This design comes from an exercise in tuning for small area, a short achievable clock period and few clock cycles on the open sky130 flow, not from production work.
In this exercise RTL edits were held to simulation tests only and were not proved equivalent to the original.
The clock port is modelled as an ideal driver, which makes a skipped or thinned clock tree look cheaper than it is; a real chip needs a root buffer or a tree.
Power figures rest on the tool's default switching activity, not on a simulated workload.

Design S_Axi_Lite, start of the top module:
module S_Axi_Lite #(
    parameter integer P_S_AXI_DATA_WIDTH = 32,
    parameter integer P_S_AXI_ADDR_WIDTH = 4
)
(
    input  wire                                S_AXI_ACLK,
    input  wire                                S_AXI_ARESETN,
    input  wire [P_S_AXI_ADDR_WIDTH-1 : 0]     S_AXI_AWADDR,
    input  wire [2 : 0]                        S_AXI_AWPROT,
    input  wire                                S_AXI_AWVALID,
    output wire                                S_AXI_AWREADY,
    input  wire [P_S_AXI_DATA_WIDTH-1 : 0]     S_AXI_WDATA,
    input  wire [(P_S_AXI_DATA_WIDTH/8)-1 : 0] S_AXI_WSTRB,
    input  wire                                S_AXI_WVALID,
    output wire                                S_AXI_WREADY,
    output wire [1 : 0]                        S_AXI_BRESP,
    output wire                                S_AXI_BVALID,
    input  wire                                S_AXI_BREADY,
    input  wire [P_S_AXI_ADDR_WIDTH-1 : 0]     S_AXI_ARADDR,
    input  wire [2 : 0]                        S_AXI_ARPROT,
    input  wire                                S_AXI_ARVALID,
    output wire                                S_AXI_ARREADY,
    output wire [P_S_AXI_DATA_WIDTH-1 : 0]     S_AXI_RDATA,
    output wire [1 : 0]                        S_AXI_RRESP,
    output wire                                S_AXI_RVALID,
    input  wire                                S_AXI_RREADY
);
Size in the first run: ~390 cells after synthesis, ~98 I/O pins, ~6200 um^2 of cells after synthesis.
==> flow/config.mk <==
export PLATFORM = sky130hd
export DESIGN_NAME = S_Axi_Lite
export DESIGN_NICKNAME = S_Axi_Lite
export VERILOG_FILES = /design/flow/design.v
export SDC_FILE = /design/flow/constraint.sdc
export NUM_CORES = 4
export LEC_CHECK = 0
export CAP_MARGIN = 20
export CORE_MARGIN = 2
export CORE_UTILIZATION = 60
export SETUP_SLACK_MARGIN = 2.35
export SLEW_MARGIN = 20
==> flow/constraint.sdc <==
create_clock -name core_clock -period 4.0 [get_ports {S_AXI_ACLK}]
set_input_delay 0.8000 -clock core_clock [delete_from_list [all_inputs] [get_ports {S_AXI_ACLK}]]
set_output_delay 0.8000 -clock core_clock [all_outputs]
set_load 0.01 [all_outputs]
standard.sh (not shown) runs the stock make flow with config.mk's settings and CLKGATE_MAP_FILE= SYNTH_SCRIPT=/design/flow/synth_recipe.tcl, a recipe that flattens the netlist after the stock synthesis.
==> flow/flow/run.sh <==
#!/bin/bash
# Own layout flow: the standard synthesis (standard.sh synth, unchanged),
# then the gates between the registers re-mapped for area (remap.sh; registers
# untouched, equivalence checked), then the standard layout steps with
# minimum-size port buffers and a balanced two-level clock tree: the clock
# port drives four buf_16, each driving two buf_12, each feeding an equal
# share of the registers, split by recursive bisection (mytree.tcl).
set -euo pipefail
W=$PWD
F=$W/flow
R=$W/orfs/results/sky130hd/S_Axi_Lite/base
mkdir -p "$W/remap"
bash standard.sh synth > "$W/synth.log" 2>&1
cp "$R/1_2_yosys.v" "$W/remap/std_synth.v"
bash "$F/remap.sh" "$W/remap/std_synth.v" "$W/remap/remapped.v" "$W/remap" > "$W/remap.log" 2>&1
cp "$W/remap/remapped.v" "$R/1_2_yosys.v"
rm -f "$R/1_synth.odb" "$R/1_synth.sdc"
export BUFFER_PORTS_ARGS="-buffer_cell sky130_fd_sc_hd__buf_1"
export PRE_CTS_TCL="$F/pre_cts.tcl"
bash standard.sh > "$W/layout.log" 2>&1
==> flow/flow/scripts.abc <==
strash; dch; map -a
Other scripts of this flow, unchanged in this note and not shown: flow/flow/mytree.tcl, flow/flow/pre_cts.tcl, flow/flow/remap.sh
Testbench counts at the start, summed over its fixed seeds: cycles 784.
Rerun with:
==> flow/flow/scripts.abc (replaced) <==
strash; dch; map -a
strash; dch; amap
strash; dc2; dch; map -a
strash; balance; rewrite; refactor; balance; rewrite -z; rewrite -z; balance; dch; map -a
strash; dch -f; map -a
strash; dch; map -a; strash; dch; amap
strash; dc2; dc2; dch -f; amap
strash; dch -f; amap
strash; dc2; dch -f; map -a
strash; balance; rewrite; refactor; balance; rewrite -z; rewrite -z; balance; dch -f; amap
strash; dc2; dch; amap
strash; dch; amap; strash; dch -f; map -a
strash; collapse; sop; fx; strash; dch; amap
strash; collapse; sop; fx; strash; balance; dch; amap
strash; collapse; sop; fx; strash; dch -f; amap
The new run completed without violations.
Final cell count decreases by a few percent.
Synthesized cell count came out lower by roughly a tenth.
Sequential share of layout area is about the same.
Total power decreases by a few percent.
Clock skew stays flat.
Die area is lower slightly.
First-iteration DRC count goes up by well over a third.
Wire length is higher by a few percent.
No run of this note takes its clock network from TritonCTS; it comes from the design's own scripts or RTL.


run A:
Starting RTL as in the previous note.
Settings: LEC_CHECK=0, CAP_MARGIN=20, CORE_MARGIN=2, CORE_UTILIZATION=60, SETUP_SLACK_MARGIN=2.4, SLEW_MARGIN=20; clock period 4.0 ns.
==> flow/flow/scripts.abc <==
strash; dch -f; map -a
Scripts as last shown in full above: flow/flow/run.sh
Other scripts of this flow, unchanged in this note and not shown: flow/flow/mytree.tcl, flow/flow/pre_cts.tcl, flow/flow/remap.sh
Testbench counts of run A, summed over its fixed seeds: cycles 784.
Here is what was changed in the inputs of run B compared with run A.
# run A
export LEC_CHECK = 0
export CAP_MARGIN = 20
export CORE_MARGIN = 2
export CORE_UTILIZATION = 60
export SETUP_SLACK_MARGIN = 2.4
export SLEW_MARGIN = 20
create_clock -name core_clock -period 4.0 [get_ports {S_AXI_ACLK}]
# run B
export LEC_CHECK = 0
export CAP_MARGIN = 20
export CORE_MARGIN = 2
export CORE_UTILIZATION = 60
export SETUP_SLACK_MARGIN = 2.45
export SLEW_MARGIN = 20
create_clock -name core_clock -period 4.0 [get_ports {S_AXI_ACLK}]
==> flow/flow/scripts.abc <==
strash; balance; rewrite; refactor; balance; rewrite -z; rewrite -z; balance; dch; map -a
Findings:
- [compare] base=run A new=run B: data arrival time at the worst-slack endpoint up 0.72 ns, wire length of the first global-routing pass now sits lower, global-route usage down 1.1 points, fraction of met2 tracks used by global routing shows a reduction of 0.41 points.
- Est. power | run B vs run A | run B higher
- Compared with run A, run B shows a final cell count that is about 0.64% higher.
- NOTE: signed area change from the synthesized netlist to the final layout in run B exceeds that of run A
- Going from run A to run B, via count normalized by instance count shrank slightly.
- Compare run A and run B | total internal power lower: run A
Changes in run C relative to run B:
# run B
export LEC_CHECK = 0
export CAP_MARGIN = 20
export CORE_MARGIN = 2
export CORE_UTILIZATION = 60
export SETUP_SLACK_MARGIN = 2.45
export SLEW_MARGIN = 20
create_clock -name core_clock -period 4.0 [get_ports {S_AXI_ACLK}]
# run C
export LEC_CHECK = 0
export CAP_MARGIN = 20
export CORE_MARGIN = 2
export CORE_UTILIZATION = 60
export SETUP_SLACK_MARGIN = 2.35
export SLEW_MARGIN = 20
create_clock -name core_clock -period 4.0 [get_ports {S_AXI_ACLK}]
==> flow/flow/scripts.abc <==
strash; dch -f; map -a
Findings:
Going from run B to run C, total routed wire length on the met1 layer saw a decrease, post-route total power saw a decrease, global-route usage saw an increase, met3 layer wire length in the routed design saw a decrease.
Run C -> run B: multi-input combinational cell area flat
Run C vs run B: power in combinational cells down in run C
Run C ends up with a number of non-clock inverters in the layout that is 14% lower than in run B.
Run C ends up with lower critical path depth than run B does.
Per the comparison of run C with run B, number of vias per cell after detailed routing down 0.40%; share of cell area taken by flip-flops and latches picked up an extra 0.96 points; wire length fell by 730 µm.
The following lists how run D was set up differently from run C:
# run C
export LEC_CHECK = 0
export CAP_MARGIN = 20
export CORE_MARGIN = 2
export CORE_UTILIZATION = 60
export SETUP_SLACK_MARGIN = 2.35
export SLEW_MARGIN = 20
create_clock -name core_clock -period 4.0 [get_ports {S_AXI_ACLK}]
# run D
export LEC_CHECK = 0
export CAP_MARGIN = 20
export CORE_MARGIN = 2
export CORE_UTILIZATION = 60
export SETUP_SLACK_MARGIN = 2.5
export SLEW_MARGIN = 20
create_clock -name core_clock -period 4.0 [get_ports {S_AXI_ACLK}]
==> comparison <==
Against run C, power in run D came out worse.
Run D vs. run C: worst setup slack after layout has increased; final weighted congestion in routability-driven placement decreased by 0.0080 relative to the old numbers; synthesized area ~0 delta.
Between run D and run C, it is run D whose first-pass GRT wire length is higher, by about 3.8%.
Edits applied to the flow inputs when going from run D to run E:
# run D
export LEC_CHECK = 0
export CAP_MARGIN = 20
export CORE_MARGIN = 2
export CORE_UTILIZATION = 60
export SETUP_SLACK_MARGIN = 2.5
export SLEW_MARGIN = 20
create_clock -name core_clock -period 4.0 [get_ports {S_AXI_ACLK}]
# run E
export LEC_CHECK = 0
export CAP_MARGIN = 20
export CORE_MARGIN = 2
export CORE_UTILIZATION = 65
export SETUP_SLACK_MARGIN = 2.45
export SLEW_MARGIN = 20
create_clock -name core_clock -period 4.0 [get_ports {S_AXI_ACLK}]
==> results.txt <==
Summary of run E over run D: global-route wire length before repair fell 8.3%; final critical-path setup slack dropped 0.018 ns; final core utilization +1.9 points; die outline area fell 7.4%; final weighted congestion in routability-driven placement went down.
| wire length reported by the detailed router | run E vs run D | better |
Relative to run D, the final cell area reported for run E is lower.
In every run of this note, the design's own scripts or RTL, not TritonCTS, make the clock network.


## before
The RTL this note starts from:
==> flow/design.v <==
module S_Axi_Lite #(
    parameter integer P_S_AXI_DATA_WIDTH = 32,
    parameter integer P_S_AXI_ADDR_WIDTH = 4
)
(
    input  wire                                S_AXI_ACLK,
    input  wire                                S_AXI_ARESETN,
    input  wire [P_S_AXI_ADDR_WIDTH-1 : 0]     S_AXI_AWADDR,
    input  wire [2 : 0]                        S_AXI_AWPROT,
    input  wire                                S_AXI_AWVALID,
    output wire                                S_AXI_AWREADY,
    input  wire [P_S_AXI_DATA_WIDTH-1 : 0]     S_AXI_WDATA,
    input  wire [(P_S_AXI_DATA_WIDTH/8)-1 : 0] S_AXI_WSTRB,
    input  wire                                S_AXI_WVALID,
    output wire                                S_AXI_WREADY,
    output wire [1 : 0]                        S_AXI_BRESP,
    output wire                                S_AXI_BVALID,
    input  wire                                S_AXI_BREADY,
    input  wire [P_S_AXI_ADDR_WIDTH-1 : 0]     S_AXI_ARADDR,
    input  wire [2 : 0]                        S_AXI_ARPROT,
    input  wire                                S_AXI_ARVALID,
    output wire                                S_AXI_ARREADY,
    output wire [P_S_AXI_DATA_WIDTH-1 : 0]     S_AXI_RDATA,
    output wire [1 : 0]                        S_AXI_RRESP,
    output wire                                S_AXI_RVALID,
    input  wire                                S_AXI_RREADY
);
localparam integer DW = P_S_AXI_DATA_WIDTH;
reg       wq_v0;
reg [3:0] wq_h0;
reg [1:0] wq_a1;
reg       r_bvalid, b2;
reg       r_awready, r_wready;
wire wq_v1 = ~r_awready;
wire aw_hs = S_AXI_AWVALID & r_awready;
wire w_hs  = S_AXI_WVALID  & r_wready;
wire b_hs  = r_bvalid      & S_AXI_BREADY;
wire wq_v0_n = wq_v1 | aw_hs | (wq_v0 & ~w_hs);
wire wq_v1_n = ~w_hs & (wq_v1 | (aw_hs & wq_v0));
wire b1_n    = b2 | w_hs | (r_bvalid & ~b_hs);
wire b2_n    = ~b_hs & (b2 | (r_bvalid & w_hs));
wire wq_ld   = ~wq_v0 | w_hs;              
always @(posedge S_AXI_ACLK) begin
    if (~S_AXI_ARESETN) begin
        wq_v0     <= 1'b0;
        r_awready <= 1'b1;
        r_wready  <= 1'b0;
        r_bvalid  <= 1'b0;
        b2        <= 1'b0;
    end else begin
        wq_v0     <= wq_v0_n;
        r_awready <= ~wq_v1_n;
        r_wready  <= wq_v0_n & ~b2_n;
        r_bvalid  <= b1_n;
        b2        <= b2_n;
    end
end
always @(posedge S_AXI_ACLK) begin
    if (r_awready)
        wq_a1 <= S_AXI_AWADDR[1:0];
    wq_h0 <= ({4{wq_ld}} & (4'b0001 << (wq_v1 ? wq_a1 : S_AXI_AWADDR[1:0]))) |
             ({4{~wq_ld}} & wq_h0);
end
reg [DW-1:0] r_reg0, r_reg1, r_reg2, r_reg3;
reg [3:0]    rv;
wire [3:0] we = {4{w_hs}} & wq_h0;
always @(posedge S_AXI_ACLK) begin
    if (~S_AXI_ARESETN)
        rv <= 4'd0;
    else
        rv <= rv | we;
end
always @(posedge S_AXI_ACLK) begin
    if (we[0]) r_reg0 <= S_AXI_WDATA;
    if (we[1]) r_reg1 <= S_AXI_WDATA;
    if (we[2]) r_reg2 <= S_AXI_WDATA;
    if (we[3]) r_reg3 <= S_AXI_WDATA;
end
reg       rq_v0;
reg [3:0] rq_h0;                           
reg [1:0] rq_a1;
reg       r_arready, r_rvalid;
reg [DW-1:0] r_rdata;
wire rq_v1 = ~r_arready;
wire ar_hs = S_AXI_ARVALID & r_arready;
wire r_adv = ~r_rvalid | S_AXI_RREADY;    
wire r_mv  = rq_v0 & r_adv;
wire rq_v0_n = rq_v1 | ar_hs | (rq_v0 & ~r_mv);
wire rq_v1_n = ~r_mv & (rq_v1 | (ar_hs & rq_v0));
wire rq_ld   = ~rq_v0 | r_mv;              
always @(posedge S_AXI_ACLK) begin
    if (~S_AXI_ARESETN) begin
        rq_v0     <= 1'b0;
        r_arready <= 1'b1;
        r_rvalid  <= 1'b0;
    end else begin
        rq_v0     <= rq_v0_n;
        r_arready <= ~rq_v1_n;
        r_rvalid  <= r_mv | ~r_adv;
    end
end
always @(posedge S_AXI_ACLK) begin
    if (r_arready)
        rq_a1 <= S_AXI_ARADDR[1:0];
    rq_h0 <= ({4{rq_ld}} & (4'b0001 << (rq_v1 ? rq_a1 : S_AXI_ARADDR[1:0]))) |
             ({4{~rq_ld}} & rq_h0);
end
wire [3:0] rsel = rv & rq_h0;
wire [3:0] rld  = rsel & {4{r_adv}};
wire       rhld = ~r_adv;
always @(posedge S_AXI_ACLK) begin
    r_rdata <= ({DW{rld[0]}} & r_reg0) | ({DW{rld[1]}} & r_reg1) |
               ({DW{rld[2]}} & r_reg2) | ({DW{rld[3]}} & r_reg3) |
               ({DW{rhld}}   & r_rdata);
end
assign S_AXI_AWREADY = r_awready;
assign S_AXI_WREADY  = r_wready;
assign S_AXI_BVALID  = r_bvalid;
assign S_AXI_BRESP   = 2'b00;
assign S_AXI_ARREADY = r_arready;
assign S_AXI_RVALID  = r_rvalid;
assign S_AXI_RDATA   = r_rdata;
assign S_AXI_RRESP   = 2'b00;
endmodule
export LEC_CHECK = 0
export CAP_MARGIN = 20
export CORE_MARGIN = 2
export CORE_UTILIZATION = 55
export SETUP_SLACK_MARGIN = 2.35
export SLEW_MARGIN = 20
create_clock -name core_clock -period 4.0 [get_ports {S_AXI_ACLK}]
==> flow/flow/run.sh <==
#!/bin/bash
# Own layout flow: the standard synthesis (standard.sh synth, unchanged),
# then the gates between the registers re-mapped for area (remap.sh; registers
# untouched, equivalence checked), then the standard layout steps with
# minimum-size port buffers and a two-level clock tree: the clock port drives
# four clkbuf_16, which drive eight clkbuf_16, each feeding one placement
# cluster of registers (mytree.tcl).
set -euo pipefail
W=$PWD
F=$W/flow
R=$W/orfs/results/sky130hd/S_Axi_Lite/base
mkdir -p "$W/remap"
bash standard.sh synth > "$W/synth.log" 2>&1
cp "$R/1_2_yosys.v" "$W/remap/std_synth.v"
bash "$F/remap.sh" "$W/remap/std_synth.v" "$W/remap/remapped.v" "$W/remap" > "$W/remap.log" 2>&1
cp "$W/remap/remapped.v" "$R/1_2_yosys.v"
rm -f "$R/1_synth.odb" "$R/1_synth.sdc"
export BUFFER_PORTS_ARGS="-buffer_cell sky130_fd_sc_hd__buf_1"
export PRE_CTS_TCL="$F/pre_cts.tcl"
bash standard.sh > "$W/layout.log" 2>&1
Other scripts of this flow, unchanged in this note and not shown: flow/flow/mytree.tcl, flow/flow/pre_cts.tcl, flow/flow/remap.sh, flow/flow/scripts.abc
before was carried through to the last stage, and its layout satisfied the timing, DRC and antenna checks.
Testbench counts of before, summed over its fixed seeds: cycles 784.
The inputs of after differ from those of before as listed below.
Settings: a change of CORE_UTILIZATION from 55 to 60; an added TNS_END_PERCENT of 20.
## What came out
Each of the runs, namely after and before, reached the end of the flow and came out clean.
Initial DRC count, after and before: larger value in after
Compared with before, after shows fraction of final layout cells with drive strength greater than 1 lower by 0.40 points.
Cells: after has more instances than before
The worst-case setup margin in the final layout of after was inferior to that of before.
Looking at worst setup path endpoint, the r_reg3[3] result is from after; the r_reg2[12] one comes from before.
No run of this note takes its clock network from TritonCTS; it comes from the design's own scripts or RTL.

what the ideal ports hide:
The results above use ideal ports. As a check the final layouts listed here were re-extracted and re-timed, cells and wires unchanged. Step 1 sets driving cells, clkbuf_16 on the clock port and buf_2 on the other inputs (assumed; they add their load-dependent delay and slew). Step 2 times the ports against the registers' clock, not the clock port: input delays grow and output delays shrink by t, the midpoint of the rising clock arrivals with the driver on. a / b / c = ideal / step 1 / step 2; a / b = the first two.
run	shift t [ns]	slack for setup (ns)	hold WS [ns]	worst register clock-pin slew, ns
the first run of note 1	0.335	2.414 / 2.311 / 2.219	0.487 / 0.487 / 0.487	0.09 / 0.09
the second run of note 1	0.337	2.217 / 2.301 / 1.965	0.452 / 0.452 / 0.452	0.09 / 0.09
run A	0.336	2.424 / 2.317 / 2.252	0.487 / 0.487 / 0.487	0.09 / 0.09
run B	0.339	2.464 / 2.360 / 2.212	0.481 / 0.481 / 0.481	0.09 / 0.09
run C	0.336	2.407 / 2.301 / 2.237	0.486 / 0.486 / 0.486	0.09 / 0.09
run D	0.334	2.486 / 2.379 / 2.270	0.477 / 0.477 / 0.477	0.09 / 0.09
run E	0.338	2.468 / 2.359 / 2.241	0.482 / 0.482 / 0.482	0.09 / 0.09
before	0.361	2.378 / 2.298 / 2.079	0.470 / 0.470 / 0.470	0.10 / 0.10
after	0.360	2.218 / 2.220 / 1.920	0.463 / 0.463 / 0.463	0.10 / 0.10
After both steps every run listed still meets setup and hold. The setup slack of before, which loses most, moves by -0.080 ns with the drivers and by -0.299 ns with both steps.
